What follows belongs to an exercise in optimizing a design on an open flow for small area and a short achievable clock period; a production flow would make more cautious choices. RTL that was checked went through simulation tests only; none was proved equivalent to the original. The RTL of runs 4 and 5 was laid out without a check of its function. Power is estimated from default activity; no workload was simulated.

$ cat design/flow/flow/run.sh
#!/bin/bash
# The standard layout, with plain buffers (not delay buffers) on the ports.
set -euo pipefail
bash standard.sh "BUFFER_PORTS_ARGS=-buffer_cell sky130_fd_sc_hd__buf_1" finish > make_finish.log 2>&1
$ cat design/flow/standard.sh
#!/bin/bash
# synth_recipe.tcl (not shown) runs the flow's synth.tcl, then flattens the netlist and writes it again
# the make line also repeats each setting of config.mk as NAME=value (left out here)
make -C /OpenROAD-flow-scripts/flow DESIGN_CONFIG=/design/flow/config.mk WORK_HOME=/design/flow/orfs CLKGATE_MAP_FILE= SYNTH_SCRIPT=/design/flow/synth_recipe.tcl "${@:-finish}"
$ cat design/flow/config.mk
export PLATFORM = sky130hd
export DESIGN_NAME = pipelined_fpadder
export DESIGN_NICKNAME = pipelined_fpadder
export VERILOG_FILES = /design/flow/design.v
export SDC_FILE = /design/flow/constraint.sdc
export NUM_CORES = 4
export LEC_CHECK = 0
export ABC_AREA = 1
export CAP_MARGIN = 20
export CORE_MARGIN = 2
export CORE_UTILIZATION = 55
export CTS_BUF_LIST = sky130_fd_sc_hd__clkbuf_8
export PLACE_DENSITY = 0.75
export SETUP_SLACK_MARGIN = 2.6
export SLEW_MARGIN = 20
export SYNTH_HIERARCHICAL = 1
$ cat design/flow/constraint.sdc
create_clock -name core_clock -period 7.0 [get_ports {clk}]
set_input_delay 1.4000 -clock core_clock [delete_from_list [all_inputs] [get_ports {clk}]]
set_output_delay 1.4000 -clock core_clock [all_outputs]
set_load 0.01 [all_outputs]
$ cat design/flow/design.v
module fp_mul11 (x, y, s_hn, k_hn, ncin);
	input [10:0] x, y;
	output [14:0] s_hn, k_hn;
	output ncin;
	wire pp0_0 = ~(x[0] & y[0]);
	wire pp0_1 = ~(x[0] & y[1]);
	wire pp0_2 = ~(x[0] & y[2]);
	wire pp0_3 = ~(x[0] & y[3]);
	wire pp0_4 = ~(x[0] & y[4]);
	wire pp0_5 = ~(x[0] & y[5]);
	wire pp0_6 = ~(x[0] & y[6]);
	wire pp0_7 = ~(x[0] & y[7]);
	wire pp0_8 = ~(x[0] & y[8]);
	wire pp0_9 = ~(x[0] & y[9]);
	wire pp0_10 = ~(x[0] & y[10]);
	wire pp1_0 = ~(x[1] & y[0]);
	wire pp1_1 = ~(x[1] & y[1]);
	wire pp1_2 = ~(x[1] & y[2]);
	wire pp1_3 = ~(x[1] & y[3]);
	wire pp1_4 = ~(x[1] & y[4]);
	wire pp1_5 = ~(x[1] & y[5]);
	wire pp1_6 = ~(x[1] & y[6]);
	wire pp1_7 = ~(x[1] & y[7]);
	wire pp1_8 = ~(x[1] & y[8]);
	wire pp1_9 = ~(x[1] & y[9]);
	wire pp1_10 = ~(x[1] & y[10]);
	wire pp2_0 = ~(x[2] & y[0]);
	wire pp2_1 = ~(x[2] & y[1]);
	wire pp2_2 = ~(x[2] & y[2]);
	wire pp2_3 = ~(x[2] & y[3]);
	wire pp2_4 = ~(x[2] & y[4]);
	wire pp2_5 = ~(x[2] & y[5]);
	wire pp2_6 = ~(x[2] & y[6]);
	wire pp2_7 = ~(x[2] & y[7]);
	wire pp2_8 = ~(x[2] & y[8]);
	wire pp2_9 = ~(x[2] & y[9]);
	wire pp2_10 = ~(x[2] & y[10]);
	wire pp3_0 = ~(x[3] & y[0]);
	wire pp3_1 = ~(x[3] & y[1]);
	wire pp3_2 = ~(x[3] & y[2]);
	wire pp3_3 = ~(x[3] & y[3]);
	wire pp3_4 = ~(x[3] & y[4]);
	wire pp3_5 = ~(x[3] & y[5]);
	wire pp3_6 = ~(x[3] & y[6]);
	wire pp3_7 = ~(x[3] & y[7]);
	wire pp3_8 = ~(x[3] & y[8]);
	wire pp3_9 = ~(x[3] & y[9]);
	wire pp3_10 = ~(x[3] & y[10]);
	wire pp4_0 = ~(x[4] & y[0]);
	wire pp4_1 = ~(x[4] & y[1]);
	wire pp4_2 = ~(x[4] & y[2]);
	wire pp4_3 = ~(x[4] & y[3]);
	wire pp4_4 = ~(x[4] & y[4]);
	wire pp4_5 = ~(x[4] & y[5]);
	wire pp4_6 = ~(x[4] & y[6]);
	wire pp4_7 = ~(x[4] & y[7]);
	wire pp4_8 = ~(x[4] & y[8]);
	wire pp4_9 = ~(x[4] & y[9]);
	wire pp4_10 = ~(x[4] & y[10]);
	wire pp5_0 = ~(x[5] & y[0]);
	wire pp5_1 = ~(x[5] & y[1]);
	wire pp5_2 = ~(x[5] & y[2]);
	wire pp5_3 = ~(x[5] & y[3]);
	wire pp5_4 = ~(x[5] & y[4]);
	wire pp5_5 = ~(x[5] & y[5]);
	wire pp5_6 = ~(x[5] & y[6]);
	wire pp5_7 = ~(x[5] & y[7]);
	wire pp5_8 = ~(x[5] & y[8]);
	wire pp5_9 = ~(x[5] & y[9]);
	wire pp5_10 = ~(x[5] & y[10]);
	wire pp6_0 = ~(x[6] & y[0]);
	wire pp6_1 = ~(x[6] & y[1]);
	wire pp6_2 = ~(x[6] & y[2]);
	wire pp6_3 = ~(x[6] & y[3]);
	wire pp6_4 = ~(x[6] & y[4]);
	wire pp6_5 = ~(x[6] & y[5]);
	wire pp6_6 = ~(x[6] & y[6]);
	wire pp6_7 = ~(x[6] & y[7]);
	wire pp6_8 = ~(x[6] & y[8]);
	wire pp6_9 = ~(x[6] & y[9]);
	wire pp6_10 = ~(x[6] & y[10]);
	wire pp7_0 = ~(x[7] & y[0]);
	wire pp7_1 = ~(x[7] & y[1]);
	wire pp7_2 = ~(x[7] & y[2]);
	wire pp7_3 = ~(x[7] & y[3]);
	wire pp7_4 = ~(x[7] & y[4]);
	wire pp7_5 = ~(x[7] & y[5]);
	wire pp7_6 = ~(x[7] & y[6]);
	wire pp7_7 = ~(x[7] & y[7]);
	wire pp7_8 = ~(x[7] & y[8]);
	wire pp7_9 = ~(x[7] & y[9]);
	wire pp7_10 = ~(x[7] & y[10]);
	wire pp8_0 = ~(x[8] & y[0]);
	wire pp8_1 = ~(x[8] & y[1]);
	wire pp8_2 = ~(x[8] & y[2]);
	wire pp8_3 = ~(x[8] & y[3]);
	wire pp8_4 = ~(x[8] & y[4]);
	wire pp8_5 = ~(x[8] & y[5]);
	wire pp8_6 = ~(x[8] & y[6]);
	wire pp8_7 = ~(x[8] & y[7]);
	wire pp8_8 = ~(x[8] & y[8]);
	wire pp8_9 = ~(x[8] & y[9]);
	wire pp8_10 = ~(x[8] & y[10]);
	wire pp9_0 = ~(x[9] & y[0]);
	wire pp9_1 = ~(x[9] & y[1]);
	wire pp9_2 = ~(x[9] & y[2]);
	wire pp9_3 = ~(x[9] & y[3]);
	wire pp9_4 = ~(x[9] & y[4]);
	wire pp9_5 = ~(x[9] & y[5]);
	wire pp9_6 = ~(x[9] & y[6]);
	wire pp9_7 = ~(x[9] & y[7]);
	wire pp9_8 = ~(x[9] & y[8]);
	wire pp9_9 = ~(x[9] & y[9]);
	wire pp9_10 = ~(x[9] & y[10]);
	wire pp10_0 = ~(x[10] & y[0]);
	wire pp10_1 = ~(x[10] & y[1]);
	wire pp10_2 = ~(x[10] & y[2]);
	wire pp10_3 = ~(x[10] & y[3]);
	wire pp10_4 = ~(x[10] & y[4]);
	wire pp10_5 = ~(x[10] & y[5]);
	wire pp10_6 = ~(x[10] & y[6]);
	wire pp10_7 = ~(x[10] & y[7]);
	wire pp10_8 = ~(x[10] & y[8]);
	wire pp10_9 = ~(x[10] & y[9]);
	wire pp10_10 = ~(x[10] & y[10]);
	wire s1 = ~(pp0_9 ^ pp1_8);
	wire k2 = pp0_9 | pp1_8;
	wire s3, k4;
	fp_fa us3 (pp1_9, pp2_8, pp3_7, s3, k4);
	wire s5 = ~(pp4_6 ^ pp5_5);
	wire k6 = pp4_6 | pp5_5;
	wire s7, k8;
	fp_fa us7 (pp2_9, pp3_8, pp4_7, s7, k8);
	wire s9 = ~(pp5_6 ^ pp6_5);
	wire k10 = pp5_6 | pp6_5;
	wire s11, k12;
	fp_fa us11 (pp3_9, pp4_8, pp5_7, s11, k12);
	wire s13 = ~(pp0_6 ^ pp1_5);
	wire k14 = pp0_6 | pp1_5;
	wire s15, k16;
	fp_fa us15 (pp0_7, pp1_6, pp2_5, s15, k16);
	wire s17 = ~(pp3_4 ^ pp4_3);
	wire k18 = pp3_4 | pp4_3;
	wire s19, k20;
	fp_fa us19 (pp0_8, pp1_7, pp2_6, s19, k20);
	wire s21, k22;
	fp_fa us21 (pp3_5, pp4_4, pp5_3, s21, k22);
	wire s23 = ~(pp6_2 ^ pp7_1);
	wire k24 = pp6_2 | pp7_1;
	wire s25, k26;
	fp_fa us25 (pp2_7, pp3_6, pp4_5, s25, k26);
	wire s27, k28;
	fp_fa us27 (pp5_4, pp6_3, pp7_2, s27, k28);
	wire s29, k30;
	fp_fa us29 (pp8_1, pp9_0, s1, s29, k30);
	wire s31, k32;
	fp_fa us31 (pp6_4, pp7_3, pp8_2, s31, k32);
	wire s33, k34;
	fp_fa us33 (pp9_1, k2, s5, s33, k34);
	wire s35, k36;
	fp_fa us35 (pp0_10, pp10_0, s3, s35, k36);
	wire s37, k38;
	fp_fa us37 (pp7_4, pp8_3, pp9_2, s37, k38);
	wire s39, k40;
	fp_fa us39 (k6, s9, pp1_10, s39, k40);
	wire s41, k42;
	fp_fa us41 (pp10_1, k4, s7, s41, k42);
	wire s43, k44;
	fp_fa us43 (pp6_6, pp7_5, pp8_4, s43, k44);
	wire s45, k46;
	fp_fa us45 (pp9_3, k10, pp2_10, s45, k46);
	wire s47, k48;
	fp_fa us47 (pp10_2, k8, s11, s47, k48);
	wire s49, k50;
	fp_fa us49 (pp4_9, pp5_8, pp6_7, s49, k50);
	wire s51, k52;
	fp_fa us51 (pp7_6, pp8_5, pp9_4, s51, k52);
	wire s53, k54;
	fp_fa us53 (pp3_10, pp10_3, k12, s53, k54);
	wire s55, k56;
	fp_fa us55 (pp5_9, pp6_8, pp7_7, s55, k56);
	wire s57, k58;
	fp_fa us57 (pp8_6, pp9_5, pp4_10, s57, k58);
	wire s59, k60;
	fp_fa us59 (pp6_9, pp7_8, pp8_7, s59, k60);
	wire s61 = ~(pp0_4 ^ pp1_3);
	wire k62 = pp0_4 | pp1_3;
	wire s63, k64;
	fp_fa us63 (pp0_5, pp1_4, pp2_3, s63, k64);
	wire s65 = ~(pp3_2 ^ pp4_1);
	wire k66 = pp3_2 | pp4_1;
	wire s67, k68;
	fp_fa us67 (pp2_4, pp3_3, pp4_2, s67, k68);
	wire s69, k70;
	fp_fa us69 (pp5_1, pp6_0, s13, s69, k70);
	wire s71, k72;
	fp_fa us71 (pp5_2, pp6_1, pp7_0, s71, k72);
	wire s73, k74;
	fp_fa us73 (k14, s17, s15, s73, k74);
	wire s75, k76;
	fp_fa us75 (pp8_0, k18, s23, s75, k76);
	wire s77, k78;
	fp_fa us77 (k16, s19, s21, s77, k78);
	wire s79, k80;
	fp_fa us79 (k24, k20, k22, s79, k80);
	wire s81, k82;
	fp_fa us81 (s25, s27, s29, s81, k82);
	wire s83, k84;
	fp_fa us83 (k26, k28, s31, s83, k84);
	wire s85, k86;
	fp_fa us85 (k30, s33, s35, s85, k86);
	wire s87, k88;
	fp_fa us87 (k32, s37, k34, s87, k88);
	wire s89, k90;
	fp_fa us89 (s39, k36, s41, s89, k90);
	wire s91, k92;
	fp_fa us91 (k38, s43, k40, s91, k92);
	wire s93, k94;
	fp_fa us93 (s45, k42, s47, s93, k94);
	wire s95, k96;
	fp_fa us95 (k44, s49, s51, s95, k96);
	wire s97, k98;
	fp_fa us97 (k46, k48, s53, s97, k98);
	wire s99, k100;
	fp_fa us99 (pp10_4, k50, k52, s99, k100);
	wire s101, k102;
	fp_fa us101 (s55, s57, k54, s101, k102);
	wire s103, k104;
	fp_fa us103 (pp9_6, pp5_10, pp10_5, s103, k104);
	wire s105, k106;
	fp_fa us105 (k56, s59, k58, s105, k106);
	wire s107, k108;
	fp_fa us107 (pp7_9, pp8_8, pp9_7, s107, k108);
	wire s109, k110;
	fp_fa us109 (pp6_10, pp10_6, k60, s109, k110);
	wire s111, k112;
	fp_fa us111 (pp8_9, pp9_8, pp7_10, s111, k112);
	wire s113 = ~(pp0_3 ^ pp1_2);
	wire k114 = pp0_3 | pp1_2;
	wire s115, k116;
	fp_fa us115 (pp2_2, pp3_1, pp4_0, s115, k116);
	wire s117, k118;
	fp_fa us117 (pp5_0, k62, s65, s117, k118);
	wire s119, k120;
	fp_fa us119 (k66, k64, s67, s119, k120);
	wire s121, k122;
	fp_fa us121 (k68, s71, k70, s121, k122);
	wire s123, k124;
	fp_fa us123 (k72, s75, k74, s123, k124);
	wire s125, k126;
	fp_fa us125 (k76, k78, s79, s125, k126);
	wire s127, k128;
	fp_fa us127 (k80, s83, k82, s127, k128);
	wire s129, k130;
	fp_fa us129 (k84, s87, k86, s129, k130);
	wire s131, k132;
	fp_fa us131 (k88, s91, k90, s131, k132);
	wire s133, k134;
	fp_fa us133 (s95, k92, k94, s133, k134);
	wire s135, k136;
	fp_fa us135 (k96, s99, k98, s135, k136);
	wire s137, k138;
	fp_fa us137 (s103, k100, s105, s137, k138);
	wire s139, k140;
	fp_fa us139 (s107, k104, s109, s139, k140);
	wire s141, k142;
	fp_fa us141 (pp10_7, k108, s111, s141, k142);
	wire s143, k144;
	fp_fa us143 (pp9_9, pp8_10, pp10_8, s143, k144);
	wire s145 = ~(pp0_2 ^ pp1_1);
	wire k146 = pp0_2 | pp1_1;
	wire s147, k148;
	fp_fa us147 (pp2_1, pp3_0, s113, s147, k148);
	wire s149, k150;
	fp_fa us149 (k114, s61, s115, s149, k150);
	wire s151, k152;
	fp_fa us151 (k116, s63, s117, s151, k152);
	wire s153, k154;
	fp_fa us153 (k118, s69, s119, s153, k154);
	wire s155, k156;
	fp_fa us155 (k120, s73, s121, s155, k156);
	wire s157, k158;
	fp_fa us157 (s77, k122, s123, s157, k158);
	wire s159, k160;
	fp_fa us159 (s81, k124, s125, s159, k160);
	wire s161, k162;
	fp_fa us161 (k126, s85, s127, s161, k162);
	wire s163, k164;
	fp_fa us163 (s89, k128, s129, s163, k164);
	wire s165, k166;
	fp_fa us165 (s93, k130, s131, s165, k166);
	wire s167, k168;
	fp_fa us167 (s97, k132, s133, s167, k168);
	wire s169, k170;
	fp_fa us169 (s101, k134, s135, s169, k170);
	wire s171, k172;
	fp_fa us171 (k102, s137, k136, s171, k172);
	wire s173, k174;
	fp_fa us173 (k106, s139, k138, s173, k174);
	wire s175, k176;
	fp_fa us175 (k110, s141, k140, s175, k176);
	wire s177, k178;
	fp_fa us177 (s143, k112, k142, s177, k178);
	wire s179, k180;
	fp_fa us179 (pp9_10, pp10_9, k144, s179, k180);
	wire [21:0] na = {1'b1, k180, k178, k176, k174, k172, k170, k168, k166, k164, k162, k160, k158, k156, k154, k152, k150, k148, k146, s145, pp0_1, pp0_0};
	wire [21:0] nb = {1'b1, pp10_10, s179, s177, s175, s173, s171, s169, s167, s165, s163, s161, s159, s157, s155, s153, s151, s149, s147, pp2_0, pp1_0, 1'b1};
	wire [7:0] lo = na[6:0] + nb[6:0] + 1'b1;
	assign ncin = lo[7];
	assign s_hn = na[21:7];
	assign k_hn = nb[21:7];
	wire [21:0] ra = {1'b0, ~k180, ~k178, ~k176, ~k174, ~k172, ~k170, ~k168, ~k166, ~k164, ~k162, ~k160, ~k158, ~k156, ~k154, ~k152, ~k150, ~k148, ~k146, ~s145, ~pp0_1, ~pp0_0};
	wire [21:0] rb = {1'b0, ~pp10_10, ~s179, ~s177, ~s175, ~s173, ~s171, ~s169, ~s167, ~s165, ~s163, ~s161, ~s159, ~s157, ~s155, ~s153, ~s151, ~s149, ~s147, ~pp2_0, ~pp1_0, 1'b0};
endmodule
module fp_fa (a, b, c, s, co);
	input a, b, c;
	output s, co;
	assign s = a ^ b ^ c;
	assign co = (a & b) | (a & c) | (b & c);
endmodule
module fp_ha (a, b, s, co);
	input a, b;
	output s, co;
	assign s = a ^ b;
	assign co = a & b;
endmodule
module fp_norm (c, sh, x, eb, pay, rm, sign, nan, inf, res);
	input [14:0] c;       
	input [3:0] sh;       
	input x;              
	input [4:0] eb;       
	input [8:0] pay;      
	input [1:0] rm;
	input sign, nan, inf;
	output [15:0] res;
	wire [14:0] t = c << sh;
	wire d = x & ~t[14];
	wire [13:0] f0 = d ? t[13:0] : t[14:1];
	wire rne = ~rm[1] & ~rm[0];
	wire rup = (~rm[1] & rm[0] & sign) | (rm[1] & ~rm[0] & ~sign);
	wire plus1 = rne & f0[2] & (f0[1] | f0[0] | f0[3]) | rup & (f0[2] | f0[1] | f0[0]);
	wire [10:0] m = f0[13:3];
	wire [10:0] ao;       
	assign ao[0] = 1'b1;
	assign ao[1] = m[0];
	wire a01 = m[0] & m[1];
	wire a23 = m[2] & m[3];
	wire a45 = m[4] & m[5];
	wire a67 = m[6] & m[7];
	wire a89 = m[8] & m[9];
	wire a03 = a01 & a23;
	wire a47 = a45 & a67;
	assign ao[2] = a01;
	assign ao[3] = a01 & m[2];
	assign ao[4] = a03;
	assign ao[5] = a03 & m[4];
	assign ao[6] = a03 & a45;
	assign ao[7] = a03 & a45 & m[6];
	assign ao[8] = a03 & a47;
	assign ao[9] = a03 & a47 & m[8];
	assign ao[10] = a03 & a47 & a89;
	wire all1 = ao[10] & m[10];
	wire [10:0] fr = m ^ ({11{plus1}} & ao);
	wire cout = plus1 & all1;
	wire [4:0] ebm = eb - 5'd1;
	wire [4:0] ebp = eb + 5'd1;
	wire [4:0] x0 = d ? ebm : eb;
	wire [4:0] x1 = d ? eb : ebp;
	wire [4:0] expo = cout ? x1 : x0;
	wire e31 = &eb, e30 = (eb == 5'd30), e00 = (eb == 5'd0);
	wire ovf = f0[13] & (d ? (e00 | (e31 & cout)) : (e31 | (e30 & cout)));
	wire big = ovf & ~(rne | rup);        
	assign res =
		nan ? {1'b1, 5'h1f, 1'b1, pay} :
		(ovf | inf) ? {sign, 4'hf, ~big, {10{big}}} :
		{sign, f0[13] ? expo : 5'd0, fr[9:0]};
endmodule
`timescale 1ns / 1ps
module pipelined_fpadder (a,b,sub,rm,s,clk,clrn,e);
	input clk, clrn;
	input [15:0] a, b;
	input [1:0] rm;
	input sub;
	input e;
	output reg [15:0] s;
	wire [4:0] ea = a[14:10];
	wire [4:0] eb = b[14:10];
	wire ha = |ea;
	wire hb = |eb;
	wire [10:0] ma = {ha, a[9:0]};
	wire [10:0] mb = {hb, b[9:0]};
	wire [4:0] ee = ea + eb + 5'd17;           
	wire a_ff = &ea, b_ff = &eb;
	wire a_f0 = ~|a[9:0], b_f0 = ~|b[9:0];
	wire a_inf = a_ff & a_f0, b_inf = b_ff & b_f0;
	wire a_nan = a_ff & ~a_f0, b_nan = b_ff & ~b_f0;
	wire is_inf = a_inf | b_inf;
	wire is_nan = a_nan | b_nan | ((sub ^ a[15] ^ b[15]) & a_inf & b_inf);
	wire [8:0] nan9 = (a[8:0] > b[8:0]) ? a[8:0] : b[8:0];
	function [3:0] lz10;
		input [9:0] f;
		reg [15:0] g;
		reg [7:0] h8;
		reg [3:0] h4;
		reg [1:0] h2;
		reg z8, z4, z2;
		begin
			g = {f, 6'b111111};
			z8 = ~|g[15:8];
			h8 = z8 ? g[7:0] : g[15:8];
			z4 = ~|h8[7:4];
			h4 = z4 ? h8[3:0] : h8[7:4];
			z2 = ~|h4[3:2];
			h2 = z2 ? h4[1:0] : h4[3:2];
			lz10 = {z8, z4, z2, ~h2[1]};
		end
	endfunction
	wire [3:0] za = lz10(a[9:0]);
	wire [3:0] zb = lz10(b[9:0]);
	wire [3:0] la = ha ? 4'd0 : za + 4'd1;
	wire [3:0] lb = hb ? 4'd0 : zb + 4'd1;
	wire [4:0] ll = la + lb;
	wire [14:0] psn, pkn;
	wire pncin;
	fp_mul11 mul (.x(ma), .y(mb), .s_hn(psn), .k_hn(pkn), .ncin(pncin));
	reg [13:0] r_sn, r_kn;
	reg r_ncin;
	reg [4:0] r_e;
	reg [4:0] r_ll;
	reg [1:0] r_rm;
	reg r_sign, r_nan, r_inf;
	reg r_v;
	always @(posedge clk or negedge clrn) begin
		if (!clrn) r_v <= 0;
		else if (e) r_v <= 1'b1;
	end
	always @(posedge clk) begin
		if (e) begin
			r_sn <= psn[13:0];    
			r_kn <= pkn[13:0];
			r_ncin <= pncin;
			r_e <= is_nan ? nan9[8:4] : ee;      
			r_ll <= is_nan ? {1'b0, nan9[3:0]} : ll;
			r_rm <= rm;
			r_sign <= a[15] ^ b[15];
			r_nan <= is_nan;
			r_inf <= is_inf;
		end
	end
	wire [15:0] r_cw = {1'b0, r_sn, r_ncin} + {1'b0, r_kn, r_ncin};
	wire [14:0] r_c = ~r_cw[15:1];
	wire [15:0] res;
	wire ez = ~|r_e;
	wire [4:0] mm = {r_e[4:1], r_e[0] | ez};   
	wire r_x = r_ll < mm;
	wire [4:0] shu = r_x ? r_ll : mm;
	wire [3:0] r_sh = shu[4] ? 4'd15 : shu[3:0];
	wire [4:0] r_eb = r_e + 5'd1 - {1'b0, r_sh};
	fp_norm norm (.c(r_c), .sh(r_sh), .x(r_x), .eb(r_eb), .pay({r_e, r_ll[3:0]}), .rm(r_rm), .sign(r_sign),
		.nan(r_nan), .inf(r_inf), .res(res));
	wire [15:0] res_v = res & {16{r_v}};
	always @(posedge clk or negedge clrn) begin
		if (!clrn) s <= 0;
		else if (e) s <= res_v;
	end
endmodule
==> out/metrics.cfg, run 1 <==
[die]
placementRows=46
die_w_um=130.2
die_area_um2=16950
fp.dieH_um=130.2
io_pins=54
initial_utilization_pct=55.75
core_um2=15710

[final_layout]
antenna_cells=0
area_growth_pct=6.813
drive_above_1_share_pct=11.63
utilization_pct=59.55
nFillCells=1389
nets=1345
multi_input_area_um2=6198
final_cell_area_um2=9356
seq_area_um2=1747
fin_cells=1377

[run]
cap_violations=0

[pwr]
leakage_nw=4.466
vdd_drop_max_mv=0.1845
p_per_area_nw_per_um2=370.0
power.total_mw=3.462

[timing]
fmax_mhz=235.1
fin_tns_setup_ns=0
grt_setup_unrepaired=true
slew_headroom_pct=38.29
setup_viol=0
fin_skew_ns=0.01999
finalCritPeriodShare_pct=60.76
drv_slew=0
final_hold_viol_count=0
tightest_slew_ns=0.9256
hold_slack_ns=0.4795
period_needed_ns=4.253
fin_ws_ns=2.747

[worst_setup_path]
end_kind=register
crit_arrival_ns=4.33
crit_fanout=15
cp.required_ns=7.07
criticalPathCategory=in -> reg
worstSetupStartpointType=input pin

[place]
globalplace.congestion=0.9222
place_inst=1344
port_buffers=53
post-place-ws_ns=1.949
placed_area_um2=8751
hpwl_um=15110

[clock_network]
cts_sinks=61
clockBufferDepth=2
cts-root-buf=clkbuf_8
tritoncts=yes
clk_latency_ns=0.36
cts.clk_slew.worst_paths_ns=0.08
ctsHoldBuffers=0
numCtsBuffers=9
h-tree-depth=3

[global_route]
grt_pass1_vias=6895
grt-ovfl-total=0
grt_pass1_wl_um=32400
grt_max_degree=42
antenna_found_initial=0
track_usage_pct=24.10

[routing]
routed_via_density=5.463
wl_per_cell_um=14.82
drc=0
routed_wl_um=20410
final_antenna_net_count=0
first_iter_violations=589
via_count=7522
drt_pass1_iterations=5

[synthesis]
synthesis.instances=1147
ys_warn_count=7
synthesis.area_um2=8760
synth.avg_cell_area_um2=7.637

[run_status]
status=no timing/DRC/antenna violations

[min_path]
hold_path_class=reg -> reg

## what timing repair did
action | CTS | global route
hold endpoints to repair | 0 | 0
setup endpoints to repair | 16 | 28
gates cloned | 0 | 3
resized for setup | 10 | 64
pin swaps | 0 | 18
setup buffers | 1 | 13
## report_power, final
group | internal (mW) | switching, mW
combinational | 0.930 | 1.60
clock | 0.202 | 0.152
sequential | 0.528 | 0.0494
total | 1.66 | 1.80
## routing by layer
metal / share of wire, % / vias up / global-route usage (%)
met2: 49 / 274 / 40.50
li1: - / 3683 / -
met4: 2.0 / 0 / 8.096
met3: 5.8 / 40 / 2.952
met1: 43 / 3525 / 32.53
met5: 0 / - / 0
## registers in the layout, summed over array words and instances (netlist names)
signal	flops
r_nan	1
r_v	1
r_sn	14
r_ll	5
r_ncin	1
r_rm	2
r_inf	1
r_kn	14
r_e	5
s	16
r_sign	1
## worst max-delay path, cell delays in order
cell and delay (ns):
buf_1 0.10, nor3_1 0.20, nand3_1 0.52, nand2_1 0.29, fa_1 0.48, fa_1 0.39, fa_1 0.51, fa_1 0.44
## path summary, 6_finish.rpt
kind	depth (start not counted)	to	from	slack [ns]
setup / recovery	8	r_kn[4]	a[10]	2.75
setup reg to reg	28	s[7]	r_e[4]	2.81
hold reg to reg	2	s[1]	s[1]	0.48
min in group asynchronous	1	s[12]	clrn	1.15
hold / removal	2	s[1]	s[1]	0.48
max in group asynchronous	1	s[3]	clrn	5.28
## placed cells by master (no fill, tap or decap), types with 3 or more instances in the layout
| cell type | instances |
|---|---|
| buf_4 | 18 |
| nand2_1 | 351 |
| nand3_4 | 3 |
| inv_6 | 3 |
| fa_1 | 84 |
| o21a_1 | 3 |
| xnor2_1 | 12 |
| o21ai_0 | 22 |
| nand2_4 | 5 |
| inv_2 | 5 |
| inv_1 | 127 |
| clkinvlp_4 | 3 |
| nand2_2 | 19 |
| a21o_1 | 4 |
| o21ai_4 | 3 |
| nand4_4 | 3 |
| ha_1 | 66 |
| nor2_1 | 55 |
| nor3_1 | 4 |
| dfrtp_1 | 17 |
| xor2_1 | 18 |
| nand3_1 | 100 |
| clkinv_4 | 3 |
| buf_1 | 38 |
| clkbuf_2 | 12 |
| nand3_2 | 15 |
| o21ai_2 | 4 |
| edfxtp_1 | 44 |
| o21ai_1 | 9 |
| clkbuf_8 | 9 |
| nand4_1 | 18 |
| nor2_2 | 8 |
| a21oi_1 | 42 |
## layout make-up
type / instances / area share [%]
inverters: 139 / 5.978
repair buffers: 71 / 3.838
well taps: 216 / 2.888
flip-flops and latches: 61 / 18.67
clock inverters: 7 / 1.056
multi-input cells: 874 / 66.25
clock buffers: 9 / 1.324
==> run 2: changes to the inputs <==
--- a/design/flow/config.mk
+++ b/design/flow/config.mk
@@ -11,6 +11,6 @@
 export CORE_UTILIZATION = 55
 export CTS_BUF_LIST = sky130_fd_sc_hd__clkbuf_8
 export PLACE_DENSITY = 0.75
-export SETUP_SLACK_MARGIN = 2.6
+export SETUP_SLACK_MARGIN = 2.5
 export SLEW_MARGIN = 20
 export SYNTH_HIERARCHICAL = 1
==> out/metrics.cfg, run 2 <==
[final_layout]
fin_cells=1367  ; -0.73%
seq_area_um2=1747  ; unchanged
final_common_cell=nand2_1
nFillCells=1433  ; +3.2%
top_register=s
utilization_pct=57.92  ; -1.6 points
multi_input_area_um2=6030  ; -2.7%
area_growth_pct=3.885
antenna_cells=0  ; unchanged
largest_reg_flops=16  ; unchanged
final_cell_mix=nand2_1 (356), inv_1 (130), nand3_1 (106)
top_regs=s: 16 flops, r_kn: 14 flops, r_sn: 14 flops
drive_above_1_share_pct=8.427  ; -3.2 points
final_cell_area_um2=9100  ; -2.7%
nets=1335  ; -0.74%

[global_route]
track_usage_pct=24.04  ; -0.061 points
antenna_found_initial=0  ; unchanged
grt_max_degree=42  ; unchanged
grt_pass1_vias=6875  ; -0.29%
grt_pass1_wl_um=32320  ; -0.26%
grt-ovfl-total=0  ; unchanged

[timing]
drv_slew=0  ; unchanged
slew_headroom_pct=39.02  ; +0.73 points
final_hold_viol_count=0  ; unchanged
fmax_mhz=230.7  ; -1.9%
setup_viol=0  ; unchanged
hold_slack_ns=0.4800  ; +0.0005410 ns
fin_skew_ns=0.01850  ; -0.001492 ns
tightest_slew_ns=0.9147  ; -0.01091 ns
fin_tns_setup_ns=0  ; unchanged
grt_setup_unrepaired=true
period_needed_ns=4.335  ; +0.08218 ns
finalCritPeriodShare_pct=61.94  ; +1.2 points

[worst_setup_path]
criticalPathCategory=in -> reg
crit_path_frequent_cell=fa_1
crit_arrival_ns=4.41  ; +0.08 ns
max_stage_delay_ns=0.58  ; +0.06 ns
worstSetupStartpointType=input pin
crit_fanout=12  ; -3
slowest_stage=fa_1
cp.required_ns=7.07  ; about the same
crit_chain=buf_1 -> nand2_1 -> fa_1 -> fa_1 -> fa_1 -> fa_1 -> fa_1
end_kind=register

[min_path]
hold_path_class=reg -> reg

[clock_network]
clk_latency_ns=0.36  ; about the same
cts-root-buf=clkbuf_8
h-tree-depth=3  ; unchanged
cts_sinks=61  ; unchanged
tritoncts=yes
cts.clk_slew.worst_paths_ns=0.07  ; about the same
clockBufferDepth=2  ; unchanged
ctsHoldBuffers=0  ; unchanged
numCtsBuffers=9  ; unchanged

[synthesis]
ys_warn_count=7  ; unchanged
synthesis.instances=1147  ; unchanged
synthesis.area_um2=8760  ; unchanged
synth.avg_cell_area_um2=7.637  ; unchanged

[run]
cap_violations=0  ; unchanged

[die]
initial_utilization_pct=55.75  ; unchanged
core_um2=15710  ; unchanged
die_w_um=130.2  ; unchanged
fp.dieH_um=130.2  ; unchanged
placementRows=46  ; unchanged
io_pins=54  ; unchanged
die_area_um2=16950  ; unchanged

[place]
place_inst=1344  ; unchanged
placed_area_um2=8751  ; unchanged
port_buffers=53  ; unchanged
hpwl_um=15110  ; unchanged
globalplace.congestion=0.9222  ; unchanged

[routing]
routed_via_density=5.419  ; -0.80%
drc=0  ; unchanged
first_iter_violations=529  ; -10%
drt_pass1_iterations=5  ; unchanged
wl_per_cell_um=14.40  ; -2.9%
via_count=7408  ; -1.5%
final_antenna_net_count=0  ; unchanged
routed_wl_um=19680  ; -3.6%

[pwr]
p_per_area_nw_per_um2=357.2  ; -3.4%
leakage_nw=4.368  ; -2.2%
vdd_drop_max_mv=0.1452  ; -21%

[run_status]
status=no timing/DRC/antenna violations

[run 2: per-layer routing]
metal	share of wire, %	up-vias	track usage [%]
li1	-	3652	-
met1	44	3462	32.58
met2	49	255	40.31
met3	5.7	39	2.911
met4	2.2	0	7.970
met5	0	-	0
[run 2: path summary, 6_finish.rpt]
| kind | startpoint | end | cells after the start | slack, ns |
|---|---|---|---|---|
| setup / recovery | b[9] | r_kn[4] | 7 | 2.66 |
| hold / removal | s[1] | s[1] | 2 | 0.48 |
| setup reg to reg | r_e[4] | s[12] | 23 | 2.78 |
| hold reg to reg | s[1] | s[1] | 2 | 0.48 |
| max in group asynchronous | clrn | s[3] | 1 | 5.29 |
| min in group asynchronous | clrn | s[12] | 1 | 1.15 |
[run 2: stage by stage]
stage / setup slack [ns] / power (mW)
after global routing: 2.421 / 3.602
after floorplan: 2.729 / 2.540
after CTS: 2.515 / 3.170
after detailed placement: 1.949 / 2.793
after global placement: 2.068 / 2.758
final: 2.665 / 3.251
[run 2: critical path: cells and delay by family]
| family | cells | cell delay (ns) |
|---|---|---|
| adder cells (fa/ha/maj) | 5 | 2.37 |
| buffers and inverters | 1 | 0.47 |
| AND/OR/NAND/NOR | 1 | 0.16 |
[run 2: report_power, final]
part	switching, mW	total [mW]	internal [mW]	leakage, nW
combinational	1.49	2.32	0.834	3.62
sequential	0.0487	0.577	0.528	0.634
clock	0.150	0.352	0.202	0.110
total	1.69	3.25	1.56	4.37
[run 2: layout make-up]
type / instances / share of cell area (%)
multi-input combinational: 872 / 66.26
sequential: 61 / 19.19
inverter: 139 / 5.981
timing repair buffer: 63 / 3.149
tap: 216 / 2.970
clock buffer: 9 / 1.361
clock inverter: 7 / 1.086
[run 2: timing repair]
item | CTS | global route
buffers inserted | 1 | 5
pin swaps | 0 | 1
hold endpoints to repair | 0 | 0
gates cloned | 0 | 1
setup endpoints to repair | 15 | 22
resized for setup | 5 | 27
==> run 3: changes to the inputs <==
==> design/flow/flow/run.sh (replaced) <==
#!/bin/bash
# The standard layout, with plain buffers (not delay buffers) on the ports.
set -euo pipefail
bash standard.sh "BUFFER_PORTS_ARGS=-buffer_cell sky130_fd_sc_hd__buf_2" finish > make_finish.log 2>&1
==> out/metrics.cfg, run 3 <==
[worst_setup_path]
crit_path_start=a[10]
criticalPathCategory=in -> reg
crit_chain=buf_2 -> nor3_1 -> nand3_1 -> nand2_1 -> fa_1 -> fa_1 -> fa_1 -> fa_1
slowest_stage=fa_1
crit_family=adder cells
end_kind=register
crit_path_frequent_cell=fa_1
max_stage_delay_ns=0.53  ; -0.05 ns
worstSetupStartpointType=input pin
crit_arrival_ns=4.36  ; -0.05 ns
r2r_start=r_e[4]
path_buf_inv=1  ; unchanged
crit_fanout=15  ; +3
cp.required_ns=7.08  ; about the same

[timing]
drv_slew=0  ; unchanged
hold_slack_ns=0.4759  ; -0.004093 ns
finalCritPeriodShare_pct=61.04  ; -0.89 points
tightest_slew_ns=0.7219  ; -0.1928 ns
final_hold_viol_count=0  ; unchanged
fin_skew_ns=0.01377  ; -0.004724 ns
grt_setup_unrepaired=false
fin_tns_setup_ns=0  ; unchanged
period_needed_ns=4.273  ; -0.06253 ns
fin_ws_ns=2.727  ; +0.06253 ns
slew_headroom_pct=51.74  ; +13 points
fmax_mhz=234.0  ; +1.5%
setup_viol=0  ; unchanged

[min_path]
hold_path_class=reg -> reg
hp-start=s[1]

[die]
placementRows=46  ; unchanged
die_area_um2=16950  ; unchanged
die_w_um=130.2  ; unchanged
initial_utilization_pct=55.75  ; unchanged
fp.dieH_um=130.2  ; unchanged
core_um2=15710  ; unchanged
io_pins=54  ; unchanged

[final_layout]
area_growth_pct=5.299
largest_reg_flops=16  ; unchanged
antenna_cells=0  ; unchanged
nFillCells=1419  ; -0.98%
top_register=s
seq_area_um2=1747  ; unchanged
final_cell_mix=nand2_1 (355), inv_1 (128), nand3_1 (106)
nets=1338  ; +0.22%
final_common_cell=nand2_1
drive_above_1_share_pct=13.00  ; +4.6 points
final_cell_area_um2=9224  ; +1.4%
multi_input_area_um2=6071  ; +0.68%
top_regs=s: 16 flops, r_kn: 14 flops, r_sn: 14 flops

[pwr]
leakage_nw=4.505  ; +3.1%
p_per_area_nw_per_um2=361.8  ; +1.3%
vdd_drop_max_mv=0.1737  ; +20%

[routing]
first_iter_violations=463  ; -12%
via_count=7470  ; +0.84%
wl_per_cell_um=14.71  ; +2.2%
drt_pass1_iterations=5  ; unchanged
routed_via_density=5.453  ; +0.62%
routed_wl_um=20160  ; +2.4%
final_antenna_net_count=0  ; unchanged
drc=0  ; unchanged

[synthesis]
synth.avg_cell_area_um2=7.637  ; unchanged
synthesis.instances=1147  ; unchanged
synthesis.area_um2=8760  ; unchanged
ys_warn_count=7  ; unchanged

[clock_network]
cts-root-buf=clkbuf_8
h-tree-depth=3  ; unchanged
tritoncts=yes
ctsHoldBuffers=0  ; unchanged
numCtsBuffers=9  ; unchanged
clockBufferDepth=2  ; unchanged
cts_sinks=61  ; unchanged
cts.clk_slew.worst_paths_ns=0.07  ; about the same
clk_latency_ns=0.36  ; about the same

[place]
post-place-ws_ns=1.893  ; -0.05638 ns
placed_area_um2=8801  ; +0.57%
port_buffers=53  ; unchanged
globalplace.congestion=0.9105  ; -1.3%
hpwl_um=15430  ; +2.1%

[global_route]
grt_pass1_wl_um=33750  ; +4.4%
grt-ovfl-total=0  ; unchanged
antenna_found_initial=0  ; unchanged
track_usage_pct=25.13  ; +1.1 points
grt_max_degree=43  ; +2.4%
grt_pass1_vias=7158  ; +4.1%

[run]
cap_violations=0  ; unchanged

[run_status]
status=no timing/DRC/antenna violations

[run 3: cell count changes in the layout (fill, tap and decap cells not counted), moves of 2 or more]
cell / change
clkbuf_2: -10
nor2_4: +2
inv_2: +2
a21boi_2: +2
a21boi_1: -2
buf_2: +54
nor2_2: -2
inv_1: -2
inv_4: -2
buf_1: -43
clkinv_4: +2
[run 3: worst reg2reg max path: cells and delay by family (launching register included)]
| family | cells | cell delay, ns |
|---|---|---|
| and+or+nand+nor | 20 | 2.11 |
| AOI/OAI and AO/OA | 5 | 0.84 |
| DFF | 1 | 0.43 |
| adders and majority gates | 1 | 0.25 |
| buffers and inverters | 3 | 0.45 |
[run 3: routing by layer]
metal / wire length [um] / track usage [%] / share of wire [%] / vias to the layer above
li1: - / - / - / 3646
met1: 8545 / 32.60 / 42 / 3484
met2: 9441 / 41.30 / 47 / 277
met3: 1408 / 4.305 / 7.0 / 63
met4: 763 / 11.64 / 3.8 / 0
met5: 0 / 0 / 0 / -
[run 3: layout make-up]
cell class | instances | share of cell area, %
multi-input combinational | 872 | 65.82
sequential | 61 | 18.94
inverter | 139 | 5.955
timing repair buffer | 66 | 3.947
tap | 216 | 2.930
clock buffer | 9 | 1.343
clock inverter | 7 | 1.072
[run 3: metrics by stage]
stage / total power, mW / util (%) / instances
2_1_floorplan: 2.540 / - / 1147
3_3_place_gp: 2.768 / 56.01 / 1342
3_5_place_dp: 2.816 / 56.01 / 1342
4_1_cts: 3.211 / 57.67 / 1361
5_1_grt: 3.702 / 58.70 / 1370
6_report: 3.338 / 58.70 / 1370
[run 3: worst paths after layout]
path	end	slack, ns	cells after the start
setup / recovery	r_kn[4]	2.73	8
hold / removal	s[1]	0.48	2
setup reg to reg	s[12]	2.88	29
hold reg to reg	s[1]	0.48	2
max in group asynchronous	s[2]	5.75	1
min in group asynchronous	r_v	0.96	1
[run 3: timing repair]
item	4_1_cts	5_1_grt
setup buffers	3	8
cloned	0	1
gates resized for setup	6	26
endpoints found under the setup margin	15	15
pin swaps	0	2
[run 3: power breakdown]
group	leakage, nW	internal (mW)	switching [mW]
Sequential	0.634	0.528	0.0495
Clock	0.110	0.202	0.153
Combinational	3.76	0.886	1.52
==> run 4: changes to the inputs <==
--- a/design/flow/design.v
+++ b/design/flow/design.v
@@ -324,11 +324,11 @@
 	assign s = a ^ b;
 	assign co = a & b;
 endmodule
-module fp_norm (c, sh, x, eb, pay, rm, sign, nan, inf, res);
+module fp_norm (c, sh, x, ebm, eb, ebp, pay, rm, sign, nan, inf, res);
 	input [14:0] c;       
 	input [3:0] sh;       
 	input x;              
-	input [4:0] eb;       
+	input [4:0] ebm, eb, ebp;   
 	input [8:0] pay;      
 	input [1:0] rm;
 	input sign, nan, inf;
@@ -362,12 +362,10 @@
 	wire all1 = ao[10] & m[10];
 	wire [10:0] fr = m ^ ({11{plus1}} & ao);
 	wire cout = plus1 & all1;
-	wire [4:0] ebm = eb - 5'd1;
-	wire [4:0] ebp = eb + 5'd1;
 	wire [4:0] x0 = d ? ebm : eb;
 	wire [4:0] x1 = d ? eb : ebp;
 	wire [4:0] expo = cout ? x1 : x0;
-	wire e31 = &eb, e30 = (eb == 5'd30), e00 = (eb == 5'd0);
+	wire e31 = &eb, e30 = &ebp, e00 = &ebm;
 	wire ovf = f0[13] & (d ? (e00 | (e31 & cout)) : (e31 | (e30 & cout)));
 	wire big = ovf & ~(rne | rup);        
 	assign res =
@@ -397,28 +395,26 @@
 	wire is_inf = a_inf | b_inf;
 	wire is_nan = a_nan | b_nan | ((sub ^ a[15] ^ b[15]) & a_inf & b_inf);
 	wire [8:0] nan9 = (a[8:0] > b[8:0]) ? a[8:0] : b[8:0];
-	function [3:0] lz10;
-		input [9:0] f;
+	function [3:0] lz11;
+		input [10:0] m;
 		reg [15:0] g;
 		reg [7:0] h8;
 		reg [3:0] h4;
 		reg [1:0] h2;
 		reg z8, z4, z2;
 		begin
-			g = {f, 6'b111111};
+			g = {m, 5'b11111};
 			z8 = ~|g[15:8];
 			h8 = z8 ? g[7:0] : g[15:8];
 			z4 = ~|h8[7:4];
 			h4 = z4 ? h8[3:0] : h8[7:4];
 			z2 = ~|h4[3:2];
 			h2 = z2 ? h4[1:0] : h4[3:2];
-			lz10 = {z8, z4, z2, ~h2[1]};
+			lz11 = {z8, z4, z2, ~h2[1]};
 		end
 	endfunction
-	wire [3:0] za = lz10(a[9:0]);
-	wire [3:0] zb = lz10(b[9:0]);
-	wire [3:0] la = ha ? 4'd0 : za + 4'd1;
-	wire [3:0] lb = hb ? 4'd0 : zb + 4'd1;
+	wire [3:0] la = lz11(ma);
+	wire [3:0] lb = lz11(mb);
 	wire [4:0] ll = la + lb;
 	wire [14:0] psn, pkn;
 	wire pncin;
@@ -451,12 +447,19 @@
 	wire [14:0] r_c = ~r_cw[15:1];
 	wire [15:0] res;
 	wire ez = ~|r_e;
-	wire [4:0] mm = {r_e[4:1], r_e[0] | ez};   
-	wire r_x = r_ll < mm;
-	wire [4:0] shu = r_x ? r_ll : mm;
-	wire [3:0] r_sh = shu[4] ? 4'd15 : shu[3:0];
-	wire [4:0] r_eb = r_e + 5'd1 - {1'b0, r_sh};
-	fp_norm norm (.c(r_c), .sh(r_sh), .x(r_x), .eb(r_eb), .pay({r_e, r_ll[3:0]}), .rm(r_rm), .sign(r_sign),
+	wire [5:0] dd = {1'b0, r_e} - {1'b0, r_ll};    
+	wire r_x = (~dd[5] & |dd[4:0]) | (ez & ~|r_ll);
+	wire [3:0] mc = r_e[4] ? 4'd15 : {r_e[3:1], r_e[0] | ez};
+	wire [3:0] lc = r_ll[4] ? 4'd15 : r_ll[3:0];
+	wire [3:0] r_sh = r_x ? lc : mc;
+	wire [4:0] d0 = dd[4:0];
+	wire [4:0] d1 = d0 + 5'd1;
+	wire [4:0] d2 = d0 + 5'd2;
+	wire [4:0] r_ebm = r_x ? d0 : {5{ez}};
+	wire [4:0] r_eb0 = r_x ? d1 : {4'd0, ~ez};
+	wire [4:0] r_ebp = r_x ? d2 : {3'd0, ~ez, ez};
+	fp_norm norm (.c(r_c), .sh(r_sh), .x(r_x), .ebm(r_ebm), .eb(r_eb0), .ebp(r_ebp),
+		.pay({r_e, r_ll[3:0]}), .rm(r_rm), .sign(r_sign),
 		.nan(r_nan), .inf(r_inf), .res(res));
 	wire [15:0] res_v = res & {16{r_v}};
 	always @(posedge clk or negedge clrn) begin
==> design/flow/flow/run.sh (replaced) <==
#!/bin/bash
# The standard layout, with plain buffers (not delay buffers) on the ports.
set -euo pipefail
bash standard.sh "BUFFER_PORTS_ARGS=-buffer_cell sky130_fd_sc_hd__buf_1" finish > make_finish.log 2>&1
--- a/design/flow/config.mk
+++ b/design/flow/config.mk
@@ -8,9 +8,8 @@
 export ABC_AREA = 1
 export CAP_MARGIN = 20
 export CORE_MARGIN = 2
-export CORE_UTILIZATION = 55
+export CORE_UTILIZATION = 40
 export CTS_BUF_LIST = sky130_fd_sc_hd__clkbuf_8
-export PLACE_DENSITY = 0.75
 export SETUP_SLACK_MARGIN = 2.5
 export SLEW_MARGIN = 20
 export SYNTH_HIERARCHICAL = 1
==> out/metrics.cfg, run 4 <==
[synthesis]
synthesis.instances=1202  ; +4.8%
ys_warn_count=7  ; unchanged
synthesis.area_um2=8936  ; +2.0%
synth.avg_cell_area_um2=7.434  ; -2.7%

[timing]
setup_viol=0  ; unchanged
finalCritPeriodShare_pct=63.56  ; +2.5 points
period_needed_ns=4.449  ; +0.1762 ns
fin_skew_ns=0.01889  ; +0.005119 ns
grt_setup_unrepaired=true
fmax_mhz=224.8  ; -4.0%
hold_slack_ns=0.5137  ; +0.03784 ns
final_hold_viol_count=0  ; unchanged
drv_slew=0  ; unchanged
slew_headroom_pct=37.14  ; -15 points
tightest_slew_ns=0.9429  ; +0.2209 ns
fin_tns_setup_ns=0  ; unchanged

[worst_setup_path]
crit_arrival_ns=4.72  ; +0.36 ns
path_buf_inv=3  ; +2
max_stage_delay_ns=0.43  ; -0.10 ns
criticalPathCategory=reg -> reg
cp.required_ns=7.27  ; +0.19 ns
ff2ff_path_depth=33  ; +14%
worstSetupStartpointType=register
crit_fanout=6  ; -9
crit_path_frequent_cell=nand2_2
cp.depth=33  ; +25
slowest_stage=edfxtp_1
end_kind=register
crit_family=simple AND/OR/NAND/NOR gates

[global_route]
grt_pass1_wl_um=37260  ; +10%
grt-ovfl-total=0  ; unchanged
busiest_layer=met2
grt.met2_usage_pct=32.55  ; -8.8 points
grt_util_met1_pct=26.23  ; -6.4 points
antenna_found_initial=0  ; unchanged
grt_max_degree=78  ; +81%
use_met3_pct=2.126  ; -2.2 points
track_usage_pct=19.15  ; -6.0 points
grt_pass1_vias=7554  ; +5.5%

[clock_network]
ctsHoldBuffers=0  ; unchanged
h-tree-depth=3  ; unchanged
cts-root-buf=clkbuf_8
clockBufferDepth=2  ; unchanged
tritoncts=yes
clk_latency_ns=0.36  ; about the same
cts_sinks=61  ; unchanged
cts.clk_slew.worst_paths_ns=0.08  ; about the same
numCtsBuffers=9  ; unchanged

[final_layout]
final_cell_mix=nand2_1 (360), inv_1 (135), nand3_1 (88)
antenna_cells=0  ; unchanged
area_growth_pct=14.31
final_common_cell=nand2_1
largest_reg_flops=16  ; unchanged
top_register=s
nets=1425  ; +6.5%
top_regs=s: 16 flops, r_kn: 14 flops, r_sn: 14 flops
drive_above_1_share_pct=16.96  ; +4.0 points

[die]
die_area_um2=23550  ; +39%
core_um2=21890  ; +39%
io_pins=54  ; unchanged
initial_utilization_pct=40.82  ; -15 points
die_w_um=153.5  ; +18%
placementRows=54  ; +17%
fp.dieH_um=153.5  ; +18%

[min_path]
hold_depth=2  ; unchanged
hold_path_class=reg -> reg

[place]
hpwl_um=16520  ; +7.1%
globalplace.congestion=0.8702  ; -4.4%
port_buffers=53  ; unchanged

[routing]
via_count=7879  ; +5.5%
wl_per_cell_um=15.20  ; +3.3%
drt_pass1_iterations=5  ; unchanged
drc=0  ; unchanged
routed_wl_um=23250  ; +15%
final_antenna_net_count=0  ; unchanged
first_iter_violations=495  ; +6.9%
routed_via_density=5.150  ; -5.6%

[pwr]
intPower_mw=1.832  ; +13%
p_per_area_nw_per_um2=379.0  ; +4.7%
vdd_drop_max_mv=0.1833  ; +5.6%
leakage_nw=4.660  ; +3.4%
pwr-share-comb_pct=76.1  ; +4.0 points
sequentialPowerShare_pct=14.8  ; -2.5 points
switchingPower_mw=2.040  ; +18%
switching_share_pct=52.69  ; +1.1 points
clockPowerShare_pct=9.1  ; -1.5 points

[run_status]
status=no timing/DRC/antenna violations

[run]
cap_violations=0  ; unchanged

==> run 4: power groups by stage <==
stage,clock network [mW],registers (mW),logic [mW]
floorplan,0,0.581,1.89
global placement,0,0.580,2.13
detailed placement,0,0.582,2.15
CTS,0.362,0.573,2.32
global route,0.374,0.584,3.26
finish,0.352,0.572,2.95
==> run 4: stage by stage <==
step | power [mW] | instance area, um^2 | std cells | util (%) | setup slack (ns)
6_report | 3.871 | 10210 | 1530 | 46.66 | 2.551
5_1_grt | 4.221 | 10210 | 1530 | 46.66 | 2.249
4_1_cts | 3.258 | 9487 | 1497 | 43.34 | 2.536
3_5_place_dp | 2.727 | 8994 | 1462 | 41.08 | 1.721
3_3_place_gp | 2.714 | 8994 | 1462 | 41.08 | 1.851
2_1_floorplan | 2.468 | 8936 | 1202 | - | 2.729
==> run 4: final cells by class <==
cell class                 instances  area [um^2]
timing repair buffer             100        575.6
inverter                         141        560.5
sequential                        61         1747
clock buffer                      10        137.6
multi-input combinational        930         6749
clock inverter                     6        78.83
timing repair inverter             2        16.27
tap                              280        350.3
fill                            2244        11680
==> run 4: tightest hold or removal path, cell delays in order, from the launching register on <==
cell     delay, ns
dfrtp_1       0.38
inv_1         0.05
o21ai_1       0.05
==> run 4: metal layers <==
layer / wire (um) / up-vias / part of all wire (%)
met3: 945 / 36 / 4.1
met2: 11290 / 187 / 49
met1: 10540 / 3766 / 45
li1: - / 3890 / -
met5: 0 / - / 0
met4: 474 / 0 / 2.0
==> run 4: final timing paths <==
check                         from  endpoint  slack (ns)
min reg2reg                   s[5]      s[5]        0.51
min in group asynchronous     clrn     s[14]        1.15
max reg2reg                r_ll[2]     s[10]        2.55
min                           s[5]      s[5]        0.51
max                        r_ll[2]     s[10]        2.55
max in group asynchronous     clrn     s[10]        5.27
==> run 4: timing repair <==
item	4_1_cts	5_1_grt
pin swaps	6	48
hold endpoints to repair	0	0
endpoints found under the setup margin	15	17
cloned	5	4
setup buffers	14	29
resized for setup	29	126
==> run 5: changes to the inputs <==
--- a/design/flow/design.v
+++ b/design/flow/design.v
@@ -324,12 +324,11 @@
 	assign s = a ^ b;
 	assign co = a & b;
 endmodule
-module fp_norm (c, sh, x, ebm, eb, ebp, pay, rm, sign, nan, inf, res);
+module fp_norm (c, sh, x, eb, rm, sign, nan, inf, res);
 	input [14:0] c;       
 	input [3:0] sh;       
 	input x;              
-	input [4:0] ebm, eb, ebp;   
-	input [8:0] pay;      
+	input [4:0] eb;       
 	input [1:0] rm;
 	input sign, nan, inf;
 	output [15:0] res;
@@ -362,14 +361,16 @@
 	wire all1 = ao[10] & m[10];
 	wire [10:0] fr = m ^ ({11{plus1}} & ao);
 	wire cout = plus1 & all1;
+	wire [4:0] ebm = eb - 5'd1;
+	wire [4:0] ebp = eb + 5'd1;
 	wire [4:0] x0 = d ? ebm : eb;
 	wire [4:0] x1 = d ? eb : ebp;
 	wire [4:0] expo = cout ? x1 : x0;
-	wire e31 = &eb, e30 = &ebp, e00 = &ebm;
+	wire e31 = &eb, e30 = (eb == 5'd30), e00 = (eb == 5'd0);
 	wire ovf = f0[13] & (d ? (e00 | (e31 & cout)) : (e31 | (e30 & cout)));
 	wire big = ovf & ~(rne | rup);        
 	assign res =
-		nan ? {1'b1, 5'h1f, 1'b1, pay} :
+		nan ? {1'b1, 5'h1f, 1'b1, eb, sh} :
 		(ovf | inf) ? {sign, 4'hf, ~big, {10{big}}} :
 		{sign, f0[13] ? expo : 5'd0, fr[9:0]};
 endmodule
@@ -395,36 +396,52 @@
 	wire is_inf = a_inf | b_inf;
 	wire is_nan = a_nan | b_nan | ((sub ^ a[15] ^ b[15]) & a_inf & b_inf);
 	wire [8:0] nan9 = (a[8:0] > b[8:0]) ? a[8:0] : b[8:0];
-	function [3:0] lz11;
-		input [10:0] m;
+	function [3:0] lz10;
+		input [9:0] f;
 		reg [15:0] g;
 		reg [7:0] h8;
 		reg [3:0] h4;
 		reg [1:0] h2;
 		reg z8, z4, z2;
 		begin
-			g = {m, 5'b11111};
+			g = {f, 6'b111111};
 			z8 = ~|g[15:8];
 			h8 = z8 ? g[7:0] : g[15:8];
 			z4 = ~|h8[7:4];
 			h4 = z4 ? h8[3:0] : h8[7:4];
 			z2 = ~|h4[3:2];
 			h2 = z2 ? h4[1:0] : h4[3:2];
-			lz11 = {z8, z4, z2, ~h2[1]};
+			lz10 = {z8, z4, z2, ~h2[1]};
 		end
 	endfunction
-	wire [3:0] la = lz11(ma);
-	wire [3:0] lb = lz11(mb);
-	wire [4:0] ll = la + lb;
+	wire [3:0] za = lz10(a[9:0]);
+	wire [3:0] zb = lz10(b[9:0]);
+	wire ez = ~|ee;
+	wire [4:0] mm = {ee[4:1], ee[0] | ez};     
+	wire [3:0] mc = mm[4] ? 4'd15 : mm[3:0];
+	wire [3:0] zs = ha ? zb : za;
+	wire [5:0] dd = {1'b0, ee} - {2'b0, zs};  
+	wire x1 = ~dd[5] & |dd[4:1];               
+	wire [3:0] sh1 = x1 ? zs + 4'd1 : mc;
+	wire [4:0] eb_1 = x1 ? dd[4:0] : {4'd0, ~ez};
+	wire [4:0] zz = {1'b0, za} + {1'b0, zb};
+	wire x2 = zz < 5'd15;
+	wire [3:0] sh2 = (zz > 5'd13) ? 4'd15 : zz[3:0] + 4'd2;
+	wire [4:0] eb_2 = x2 ? 5'd16 - zz : 5'd1;
+	wire both = ~ha & ~hb;
+	wire none = ha & hb;
+	wire ll_lt = none | (both ? x2 : x1);
+	wire [3:0] shc = none ? 4'd0 : both ? sh2 : sh1;
+	wire [4:0] eb1 = none ? ee + 5'd1 : both ? eb_2 : eb_1;
 	wire [14:0] psn, pkn;
 	wire pncin;
 	fp_mul11 mul (.x(ma), .y(mb), .s_hn(psn), .k_hn(pkn), .ncin(pncin));
 	reg [13:0] r_sn, r_kn;
 	reg r_ncin;
-	reg [4:0] r_e;
-	reg [4:0] r_ll;
+	reg [4:0] r_eb;
+	reg [3:0] r_sh;
 	reg [1:0] r_rm;
-	reg r_sign, r_nan, r_inf;
+	reg r_sign, r_x, r_nan, r_inf;
 	reg r_v;
 	always @(posedge clk or negedge clrn) begin
 		if (!clrn) r_v <= 0;
@@ -435,10 +452,11 @@
 			r_sn <= psn[13:0];    
 			r_kn <= pkn[13:0];
 			r_ncin <= pncin;
-			r_e <= is_nan ? nan9[8:4] : ee;      
-			r_ll <= is_nan ? {1'b0, nan9[3:0]} : ll;
+			r_eb <= is_nan ? nan9[8:4] : eb1;    
+			r_sh <= is_nan ? nan9[3:0] : shc;
 			r_rm <= rm;
 			r_sign <= a[15] ^ b[15];
+			r_x <= ll_lt;
 			r_nan <= is_nan;
 			r_inf <= is_inf;
 		end
@@ -446,20 +464,7 @@
 	wire [15:0] r_cw = {1'b0, r_sn, r_ncin} + {1'b0, r_kn, r_ncin};
 	wire [14:0] r_c = ~r_cw[15:1];
 	wire [15:0] res;
-	wire ez = ~|r_e;
-	wire [5:0] dd = {1'b0, r_e} - {1'b0, r_ll};    
-	wire r_x = (~dd[5] & |dd[4:0]) | (ez & ~|r_ll);
-	wire [3:0] mc = r_e[4] ? 4'd15 : {r_e[3:1], r_e[0] | ez};
-	wire [3:0] lc = r_ll[4] ? 4'd15 : r_ll[3:0];
-	wire [3:0] r_sh = r_x ? lc : mc;
-	wire [4:0] d0 = dd[4:0];
-	wire [4:0] d1 = d0 + 5'd1;
-	wire [4:0] d2 = d0 + 5'd2;
-	wire [4:0] r_ebm = r_x ? d0 : {5{ez}};
-	wire [4:0] r_eb0 = r_x ? d1 : {4'd0, ~ez};
-	wire [4:0] r_ebp = r_x ? d2 : {3'd0, ~ez, ez};
-	fp_norm norm (.c(r_c), .sh(r_sh), .x(r_x), .ebm(r_ebm), .eb(r_eb0), .ebp(r_ebp),
-		.pay({r_e, r_ll[3:0]}), .rm(r_rm), .sign(r_sign),
+	fp_norm norm (.c(r_c), .sh(r_sh), .x(r_x), .eb(r_eb), .rm(r_rm), .sign(r_sign),
 		.nan(r_nan), .inf(r_inf), .res(res));
 	wire [15:0] res_v = res & {16{r_v}};
 	always @(posedge clk or negedge clrn) begin
==> design/flow/flow/run.sh (replaced) <==
#!/bin/bash
# The standard layout, with plain buffers (not delay buffers) on the ports,
# and without the buffers that synthesis's ABC put in.
set -euo pipefail
bash standard.sh "BUFFER_PORTS_ARGS=-buffer_cell sky130_fd_sc_hd__buf_1" REMOVE_ABC_BUFFERS=1 finish > make_finish.log 2>&1
--- a/design/flow/config.mk
+++ b/design/flow/config.mk
@@ -9,7 +9,6 @@
 export CAP_MARGIN = 20
 export CORE_MARGIN = 2
 export CORE_UTILIZATION = 40
-export CTS_BUF_LIST = sky130_fd_sc_hd__clkbuf_8
 export SETUP_SLACK_MARGIN = 2.5
 export SLEW_MARGIN = 20
 export SYNTH_HIERARCHICAL = 1
==> out/metrics.cfg, run 5 <==
[worst_setup_path]
worstSetupStartpointType=register
criticalPathCategory=reg -> reg
max_stage_delay_ns=0.43  ; about the same
cp.required_ns=7.22  ; -0.05 ns
r2r_start=r_ncin
crit_path_frequent_cell=nand2_1
crit_path_start=r_ncin
crit_fanout=5  ; -1
slowest_stage=edfxtp_1
end_kind=register
crit_arrival_ns=4.60  ; -0.12 ns

[pwr]
sequentialPowerShare_pct=20.2  ; +5.4 points
switching_share_pct=47.53  ; -5.2 points
clockPowerShare_pct=13.9  ; +4.8 points
intPower_mw=1.512  ; -17%
power.total_mw=2.882  ; -26%
vdd_drop_max_mv=0.1559  ; -15%
pwr-share-comb_pct=65.9  ; -10 points
leakage_nw=4.755  ; +2.0%
p_per_area_nw_per_um2=284.5  ; -25%
switchingPower_mw=1.370  ; -33%

[final_layout]
antenna_cells=0  ; unchanged
fin_cells=1527  ; -0.20%
top_regs=s: 16 flops, r_kn: 14 flops, r_sn: 14 flops
top_register=s
final_common_cell=nand2_1
area_growth_pct=11.93
drive_above_1_share_pct=14.90  ; -2.1 points
largest_reg_flops=16  ; unchanged
nets=1423  ; -0.14%
final_cell_mix=nand2_1 (368), inv_1 (140), nand3_1 (92)

[synthesis]
ys_warn_count=7  ; unchanged
synth.avg_cell_area_um2=7.491  ; +0.76%
synthesis.area_um2=9049  ; +1.3%
synthesis.instances=1208  ; +0.50%

[clock_network]
cts.clk_slew.worst_paths_ns=0.05  ; -0.03 ns
h-tree-depth=3  ; unchanged
clockBufferDepth=2  ; unchanged
numCtsBuffers=9  ; unchanged
cts-root-buf=clkbuf_16
ctsHoldBuffers=0  ; unchanged
clk_latency_ns=0.33  ; -0.03 ns
tritoncts=yes
cts_sinks=61  ; unchanged

[global_route]
track_usage_pct=18.59  ; -0.56 points
grt_pass1_vias=7458  ; -1.3%
grt-ovfl-total=0  ; unchanged
grt_max_degree=57  ; -27%
antenna_found_initial=0  ; unchanged
grt_pass1_wl_um=36180  ; -2.9%

[routing]
wl_per_cell_um=14.80  ; -2.6%
drc=0  ; unchanged
routed_via_density=5.142  ; -0.15%
final_antenna_net_count=0  ; unchanged
via_count=7852  ; -0.34%
routed_wl_um=22590  ; -2.8%
drt_pass1_iterations=7  ; +2
first_iter_violations=559  ; +13%

[timing]
final_hold_viol_count=0  ; unchanged
grt_setup_unrepaired=true
setup_viol=0  ; unchanged
fin_tns_setup_ns=0  ; unchanged
drv_slew=0  ; unchanged
fin_skew_ns=0.008373  ; -0.01052 ns
slew_headroom_pct=41.49  ; +4.3 points
finalCritPeriodShare_pct=62.56  ; -0.99 points
fmax_mhz=228.3  ; +1.6%
tightest_slew_ns=0.8777  ; -0.06523 ns
period_needed_ns=4.380  ; -0.06964 ns

[min_path]
hp-start=s[1]
hold_path_class=reg -> reg

[place]
globalplace.congestion=0.8968  ; +3.1%
hpwl_um=16750  ; +1.4%
port_buffers=53  ; unchanged
place_inst=1478  ; +1.1%

[run_status]
status=no timing/DRC/antenna violations

[die]
io_pins=54  ; unchanged
die_w_um=154.4  ; +0.61%
fp.dieH_um=154.4  ; +0.61%
core_um2=22430  ; +2.5%
die_area_um2=23840  ; +1.2%
initial_utilization_pct=40.33  ; -0.49 points
placementRows=55  ; +1.9%

[run]
cap_violations=0  ; unchanged

## run 5: power groups by stage
stage	clock (mW)	combinational, mW	sequential (mW)
5_1_grt	0.429	2.17	0.595
3_5_place_dp	0	1.62	0.584
4_1_cts	0.413	1.66	0.579
2_1_floorplan	0	1.24	0.579
3_3_place_gp	0	1.60	0.582
6_report	0.400	1.90	0.582
## run 5: metal layers
metal	GRT usage [%]	up-vias	share of wire, %
li1	-	3907	-
met1	25.09	3728	45
met2	31.74	186	48
met3	1.429	31	4.3
met4	6.217	0	2.1
met5	0	-	0
## run 5: cell type report
type                       instances  area, um^2
sequential                        61        1747
fill                            2257       12310
inverter                         146       556.8
clock buffer                      12       246.5
timing repair buffer              91       509.2
multi-input combinational        928        6690
clock inverter                     4       22.52
tap                              285       356.6
## run 5: stage by stage
| step | setup slack [ns] | hold WS (ns) | area (um^2) | utilization, % |
|---|---|---|---|---|
| after floorplan | 2.780 | 0.5157 | 8539 | - |
| after global placement | 2.013 | 0.4654 | 9171 | 40.88 |
| after detailed placement | 1.924 | 0.4645 | 9171 | 40.88 |
| after CTS | 2.529 | 0.4798 | 9502 | 42.35 |
| after global routing | 2.322 | 0.5021 | 10130 | 45.15 |
| final | 2.621 | 0.4769 | 10130 | 45.15 |
## run 5: timing repair
item                                    in CTS  in global routing
pin swaps                                    0                 49
resized for setup                           15                 95
hold endpoints to repair                     0                  0
buffers inserted                             0                 28
gates cloned                                 2                  3
endpoints found under the setup margin      25                 25
## run 5: worst paths after layout
path	to	slack, ns	cells after the start
max	s[10]	2.62	30
min	s[1]	0.48	2
max reg2reg	s[10]	2.62	30
min reg2reg	s[1]	0.48	2
max in group asynchronous	s[11]	5.30	1
min in group asynchronous	s[5]	1.17	1
## run 5: critical path, delay by kind of cell, from the launching register on
kind | cells | cell delay [ns]
AO/OA/AOI/OAI | 6 | 0.99
AND/OR/NAND/NOR | 22 | 2.25
adder cells (fa/ha/maj) | 1 | 0.43
XOR/XNOR | 1 | 0.19
flip-flops | 1 | 0.43

## static timing again, ports no longer ideal
No port has a modelled driver above. Below, the same layouts with a new extraction and two added sets of constraints.
Step 1 assumes that a clkbuf_16 drives the clock port and a buf_2 every other input.
Step 2, shift: input delay + t, output delay - t, t = (earliest + latest rising clock arrival at the registers) / 2. This alone moves slack from input paths to output paths.
Slacks: ideal ports / drivers / drivers and shift; pairs: ideal ports / drivers.
run	shift t [ns]	slack for setup (ns)	worst hold slack (ns)
run 1	0.385	2.747 / 2.763 / 2.379	0.479 / 0.479 / 0.479
run 2	0.384	2.665 / 2.677 / 2.294	0.480 / 0.480 / 0.480
run 3	0.389	2.727 / 2.743 / 2.354	0.476 / 0.476 / 0.476
run 4	0.395	2.551 / 2.551 / 2.199	0.514 / 0.514 / 0.514
run 5	0.367	2.621 / 2.621 / 2.357	0.477 / 0.477 / 0.477
After both steps setup and hold are still met in every run listed. The setup slack of run 3, which loses most, moves by +0.016 ns with the drivers and by -0.373 ns with both steps.
